This design comes from an exercise in tuning for small area and a short achievable clock period on the open sky130 flow, not from production work.
At most, simulation tests tie the RTL to the original design; equivalence was not proved.
Power figures rest on the tool's default switching activity, not on a simulated workload.

==> flow/design.v (excerpt) <==
module opstack(clk, num, op, x, qtop);
  input clk, num, op;
  input [15:0] x;
  output [15:0] qtop;
  wire [15:0] qnext, d;
  wire push, pop;
  alu alu0(.a(qtop), .b(qnext), .f(x[4:0]), .x(x), .push(num), .op(op), .s(d));
  stack stack0(clk, push, pop, d, qtop, qnext);
  assign push=num;
  assign pop=op&~x[4];
endmodule
Settings: LEC_CHECK=0, CAP_MARGIN=20, CORE_MARGIN=2, CORE_UTILIZATION=40, CTS_BUF_LIST=sky130_fd_sc_hd__clkbuf_4 sky130_fd_sc_hd__clkbuf_8, SETUP_SLACK_MARGIN=3.0, SLEW_MARGIN=20, SYNTH_HIERARCHICAL=1, TNS_END_PERCENT=0; clock period 7.0 ns.
standard.sh (not shown) runs the stock make flow with config.mk's settings and CLKGATE_MAP_FILE= SYNTH_SCRIPT=/design/flow/synth_recipe.tcl, a recipe that flattens the netlist after the stock synthesis.
==> flow/flow/run.sh <==
#!/bin/bash
# Standard layout, with port buffers of the smallest buffer cell.
set -e
export BUFFER_PORTS_ARGS="-buffer_cell sky130_fd_sc_hd__buf_1"
bash standard.sh > standard.log 2>&1
The baseline passed the timing, DRC and antenna checks.
Change:
Settings changed: CORE_UTILIZATION 40 to 65, SETUP_SLACK_MARGIN 3.0 to 2.5, TNS_END_PERCENT 0 to default.
Outcome:
- power is higher by 1.4%
- final cell count is lower by 6.9%
- maximum frequency is lower by 1.1%
- setup slack gets worse by 0.049 ns
- synthesized cell count does not change
- flip-flop and latch count is unchanged
- hold slack gets better by 0.0056 ns
- global-route usage is higher by 14 points
- routed wire length is higher by 3.2%
- clock-buffer cell count is lower by 1
Change:
Settings changed: CORE_UTILIZATION 65 to 40, TNS_END_PERCENT from default to 0.
Effect: Cell area climbs slightly; wire length drops by a few percent; final cell count climbs by a little under a tenth; setup slack gets better by 0.024 ns; sequential power climbs by a few percent; worst hold slack barely changes; via count drops by a few percent; synthesized cell count does not change; clock-buffer cell count climbs by 1.
Change:
Settings changed: TNS_END_PERCENT 0 to default.
Result: Global-route usage falls by 0.82 points; fmax is lower by 0.49%; routed wire length decreases by 6.0%; total power fell by 2.3%; setup slack gets worse by 0.022 ns.


== alpha ==
opstack, a different RTL version from the one above (not shown whole).
Size in the first run: ~990 cells after synthesis, ~35 I/O pins, roughly 0.0085 mm^2 of cells after synthesis.
==> flow/config.mk <==
export PLATFORM = sky130hd
export DESIGN_NAME = opstack
export DESIGN_NICKNAME = opstack
export VERILOG_FILES = /design/flow/design.v
export SDC_FILE = /design/flow/constraint.sdc
export NUM_CORES = 4
export LEC_CHECK = 0
export CAP_MARGIN = 20
export CORE_MARGIN = 2
export CORE_UTILIZATION = 40
export CTS_BUF_LIST = sky130_fd_sc_hd__clkbuf_4 sky130_fd_sc_hd__clkbuf_8
export SETUP_SLACK_MARGIN = 3.0
export SLEW_MARGIN = 20
export SYNTH_HIERARCHICAL = 1
==> flow/constraint.sdc <==
create_clock -name core_clock -period 7.0 [get_ports {clk}]
set_input_delay 1.4000 -clock core_clock [delete_from_list [all_inputs] [get_ports {clk}]]
set_output_delay 1.4000 -clock core_clock [all_outputs]
set_load 0.01 [all_outputs]
Scripts as last shown in full above: flow/flow/run.sh
Input changes introduced in beta (baseline for comparison: alpha):
# alpha
export LEC_CHECK = 0
export CAP_MARGIN = 20
export CORE_MARGIN = 2
export CORE_UTILIZATION = 40
export CTS_BUF_LIST = sky130_fd_sc_hd__clkbuf_4 sky130_fd_sc_hd__clkbuf_8
export SETUP_SLACK_MARGIN = 3.0
export SLEW_MARGIN = 20
export SYNTH_HIERARCHICAL = 1
create_clock -name core_clock -period 7.0 [get_ports {clk}]
# beta
export LEC_CHECK = 0
export CAP_MARGIN = 20
export CORE_MARGIN = 2
export CORE_UTILIZATION = 40
export CTS_BUF_LIST = sky130_fd_sc_hd__clkbuf_4 sky130_fd_sc_hd__clkbuf_8
export SETUP_SLACK_MARGIN = 2.0
export SLEW_MARGIN = 20
export SYNTH_HIERARCHICAL = 1
create_clock -name core_clock -period 7.0 [get_ports {clk}]
Notes after the runs:
beta completed end to end with timing, DRC and antenna clean.
The total vias in the final route reported for beta is smaller than that of alpha by 384.
Compared beta against alpha; synthesized cell count within noise.
alpha → beta: count of boundary I/O pins now sits at about the same level, fmax now sits lower, final cell count now sits lower, peak ir drop on the vdd network now sits lower.
As of beta, number of non-clock buffers had fallen by more than a quarter compared to alpha.
Cmp alpha and beta / global-route usage / higher: alpha
Clock-net power came out higher on beta than on alpha.
[beta] synthesis-to-layout area growth fell 12 points relative to alpha
Register area down 5.8% in beta wrt alpha
Input-level comparison between gamma and beta:
# beta
export LEC_CHECK = 0
export CAP_MARGIN = 20
export CORE_MARGIN = 2
export CORE_UTILIZATION = 40
export CTS_BUF_LIST = sky130_fd_sc_hd__clkbuf_4 sky130_fd_sc_hd__clkbuf_8
export SETUP_SLACK_MARGIN = 2.0
export SLEW_MARGIN = 20
export SYNTH_HIERARCHICAL = 1
create_clock -name core_clock -period 7.0 [get_ports {clk}]
# gamma
export LEC_CHECK = 0
export CAP_MARGIN = 20
export CORE_MARGIN = 2
export CORE_UTILIZATION = 40
export CTS_BUF_LIST = sky130_fd_sc_hd__clkbuf_4 sky130_fd_sc_hd__clkbuf_8
export SETUP_SLACK_MARGIN = 1.5
export SLEW_MARGIN = 20
export SYNTH_HIERARCHICAL = 1
create_clock -name core_clock -period 7.0 [get_ports {clk}]
[summary]
beta -> gamma: mean number of vias per cell flat. Taking beta as the reference, in gamma longest individual stage delay on the worst path saw an increase; worst hold slack saw little to no change; average wire length per cell after detail routing saw little to no change; final instance area saw a decrease. Setup slack in gamma vs beta: down 0.23 ns. Where final period demand of the worst path is concerned, beta is better than gamma. Delta(share of the core filled with cells in the final layout, gamma - beta) < 0.
No functional check of the RTL was part of any run of this note.


v6:
opstack, a different RTL version from the one above (not shown whole).
Size: roughly 35 I/O pins, about 8700 um^2 of cells after synthesis.
==> flow/config.mk <==
export PLATFORM = sky130hd
export DESIGN_NAME = opstack
export DESIGN_NICKNAME = opstack
export VERILOG_FILES = /design/flow/design.v
export SDC_FILE = /design/flow/constraint.sdc
export NUM_CORES = 4
export LEC_CHECK = 0
export CAP_MARGIN = 20
export CORE_MARGIN = 2
export CORE_UTILIZATION = 40
export SETUP_SLACK_MARGIN = 3.5
export SLEW_MARGIN = 20
export SYNTH_HIERARCHICAL = 1
==> flow/constraint.sdc <==
create_clock -name core_clock -period 7.0 [get_ports {clk}]
set_input_delay 1.4000 -clock core_clock [delete_from_list [all_inputs] [get_ports {clk}]]
set_output_delay 1.4000 -clock core_clock [all_outputs]
set_load 0.01 [all_outputs]
run.sh (not shown) runs the stock make flow with config.mk's settings and CLKGATE_MAP_FILE= SYNTH_SCRIPT=/design/flow/synth_recipe.tcl, a recipe that flattens the netlist after the stock synthesis.
Stock flow here: none of the scripts above is used.
[inputs] v7 vs v6
Settings: a change of SETUP_SLACK_MARGIN from 3.5 to 2.5; an added CTS_BUF_LIST of sky130_fd_sc_hd__clkbuf_4 sky130_fd_sc_hd__clkbuf_8.
### Flow results
In v7 relative to v6, via count of the first global-routing pass had gone down slightly. Per the comparison of v7 with v6, overall global routing resource usage shows a reduction of 0.95 points, non-clock buffer count shows a reduction of 26, fraction of layout instances using a drive strength above 1 shows a reduction of 2.6 points, utilization shows a reduction of 2.2 points. Reported for v7 and v6, total die area turned out identical to the last digit. In v7, total wire length after detailed routing is lower than in v6.
No functional check of the RTL was part of any run of this note.


## north
Another version of the RTL of opstack (not shown whole).
Size: ~950 cells after synthesis, roughly 64 flip-flops, roughly 35 I/O pins, roughly 8900 um2 of cells after synthesis.
## opstack
module opstack(clk, num, op, x, qtop);
  input clk, num, op;
  input [15:0] x;
  output [15:0] qtop;
  wire [15:0] qnext, d;
  wire load, push, pop;
  alu alu0(.a(qtop), .b(qnext), .f(x[4:0]), .x(x), .push(num), .s(d));
  stack stack0(clk, load, push, pop, d, qtop, qnext);
  assign load=num|op;
  assign push=num;
  assign pop=op&~x[4];
endmodule
export LEC_CHECK = 0
export CAP_MARGIN = 20
export CORE_MARGIN = 2
export CORE_UTILIZATION = 40
export SETUP_SLACK_MARGIN = 1.5
export SLEW_MARGIN = 20
create_clock -name core_clock -period 7.0 [get_ports {clk}]
north has completed all stages; timing, DRC and antenna checks passed.
Relative to north, the following input files were edited for south:
- a deleted SETUP_SLACK_MARGIN that had been 1.5
Results
- Sequential share of layout area, south and north, lower one = north.
- Summary of south over north: cell area power density now larger; total met2 wirelength after detailed routing shrank by about 1.4%; share of cells above drive strength 1 went down.
- On wire length of the first global-routing pass, south and north are neck and neck.
- Summary: with north as the reference, routed length on met3 in south moved down by more than 10%.
- south — time the final worst path needs with I/O delays and setup 350 ps higher, north as reference
- south ends up with a total iterations of the first detailed-routing run that is 1 higher than in north.
- Sort south and north by total power, descending, and north comes first.
- [south] total internal power fell 0.000040 W relative to north
- Relative to north, south degrades worst hold slack across all endpoints.
No run of this note included a check of the RTL's function; only the layout flow was run.


opstack, a different RTL version from the one above (not shown whole).
For scale: about 64 flip-flops, ~35 I/O pins, ~0.010 mm2 of cells after synthesis.
Settings: LEC_CHECK=0, CAP_MARGIN=20, CORE_MARGIN=2, CORE_UTILIZATION=40, SLEW_MARGIN=20; clock period 7.0 ns.
Change:
Settings changed: ABC_CLOCK_PERIOD_IN_PS set to 5000.
Result:
- The changed run produced a clean layout
- fmax does not change
- global-route usage stays the same
- setup slack stays the same
- utilization is unchanged
- synthesized area stays the same
- count of clock-buffer cells in the layout does not change
- register-to-register slack is about the same
- clock power barely changes
No run of this note included a check of the RTL's function; only the layout flow was run.


before:
Another version of the RTL of opstack (not shown whole).
Size in the first run: roughly 1100 cells after synthesis, ~35 I/O pins, ~8700 um^2 of cells after synthesis.
export LEC_CHECK = 0
export CAP_MARGIN = 20
export CORE_MARGIN = 2
export CORE_UTILIZATION = 40
export SETUP_SLACK_MARGIN = 2.5
export SLEW_MARGIN = 20
export SYNTH_HIERARCHICAL = 1
create_clock -name core_clock -period 7.0 [get_ports {clk}]
before: PASS, flow complete, no timing, DRC or antenna violations
The inputs of after differ from those of before as listed below.
- SETUP_SLACK_MARGIN changed from 2.5 to 1.5
## What came out
- after against before; filler cell count is up by a few percent.
- The start-to-end type of the worst setup path comes out flop to flop in one run and input pin to flop in the other, namely in before and after respectively.
- Summary — routed wire length, after relative to before: lower, by 9.3%.
- after reports a lower via count of the first global-routing pass than before does.
- Run comparison: before slowest stage cell on the critical path sky130_fd_sc_hd__fa_1; after slowest stage cell on the critical path sky130_fd_sc_hd__clkdlybuf4s50_1
No functional check of the RTL was part of any run of this note.

afterwards: timing with drivers on the ports:
How much do the figures lean on ideal ports? The routed layouts below were timed once more, with nothing changed but the port constraints. Step 1: set_driving_cell puts a clkbuf_16 on clk and a buf_2 on each other input, an assumption about the parent block. Step 2, shift: input delay + t, output delay - t, t = (earliest + latest rising clock arrival at the registers) / 2. This alone moves slack from input paths to output paths. a / b / c = no drivers / after step 1 / after step 2; a / b = the first two.
run	shift t [ns]	slack for setup (ns)	latest minus earliest clock arrival (ns)
the first run of note 1	0.397	2.555 / 2.545 / 2.148	0.014 / 0.014
the second run of note 1	0.404	2.506 / 2.523 / 2.118	0.010 / 0.011
the third run of note 1	0.392	2.530 / 2.484 / 2.093	0.012 / 0.013
the fourth run of note 1	0.392	2.508 / 2.487 / 2.095	0.010 / 0.010
alpha	0.401	2.571 / 2.548 / 2.146	0.021 / 0.021
beta	0.395	2.056 / 2.069 / 1.675	0.017 / 0.017
gamma	0.394	1.823 / 1.823 / 1.573	0.016 / 0.015
v6	0.390	2.279 / 2.274 / 1.884	0.008 / 0.008
v7	0.406	2.250 / 2.252 / 1.846	0.018 / 0.018
north	0.379	1.789 / 1.789 / 1.507	0.016 / 0.016
south	0.373	1.443 / 1.443 / 1.157	0.013 / 0.013
the first run of note 5	0.408	1.167 / 1.167 / 1.167	0.013 / 0.012
the second run of note 5	0.408	1.167 / 1.167 / 1.167	0.013 / 0.012
before	0.363	2.237 / 2.237 / 1.915	0.005 / 0.006
after	0.378	1.639 / 1.652 / 1.274	0.010 / 0.010
After both steps setup and hold are still met in every run listed. The setup slack of the third run of note 1, which loses most, moves by -0.046 ns with the drivers and by -0.437 ns with both steps.
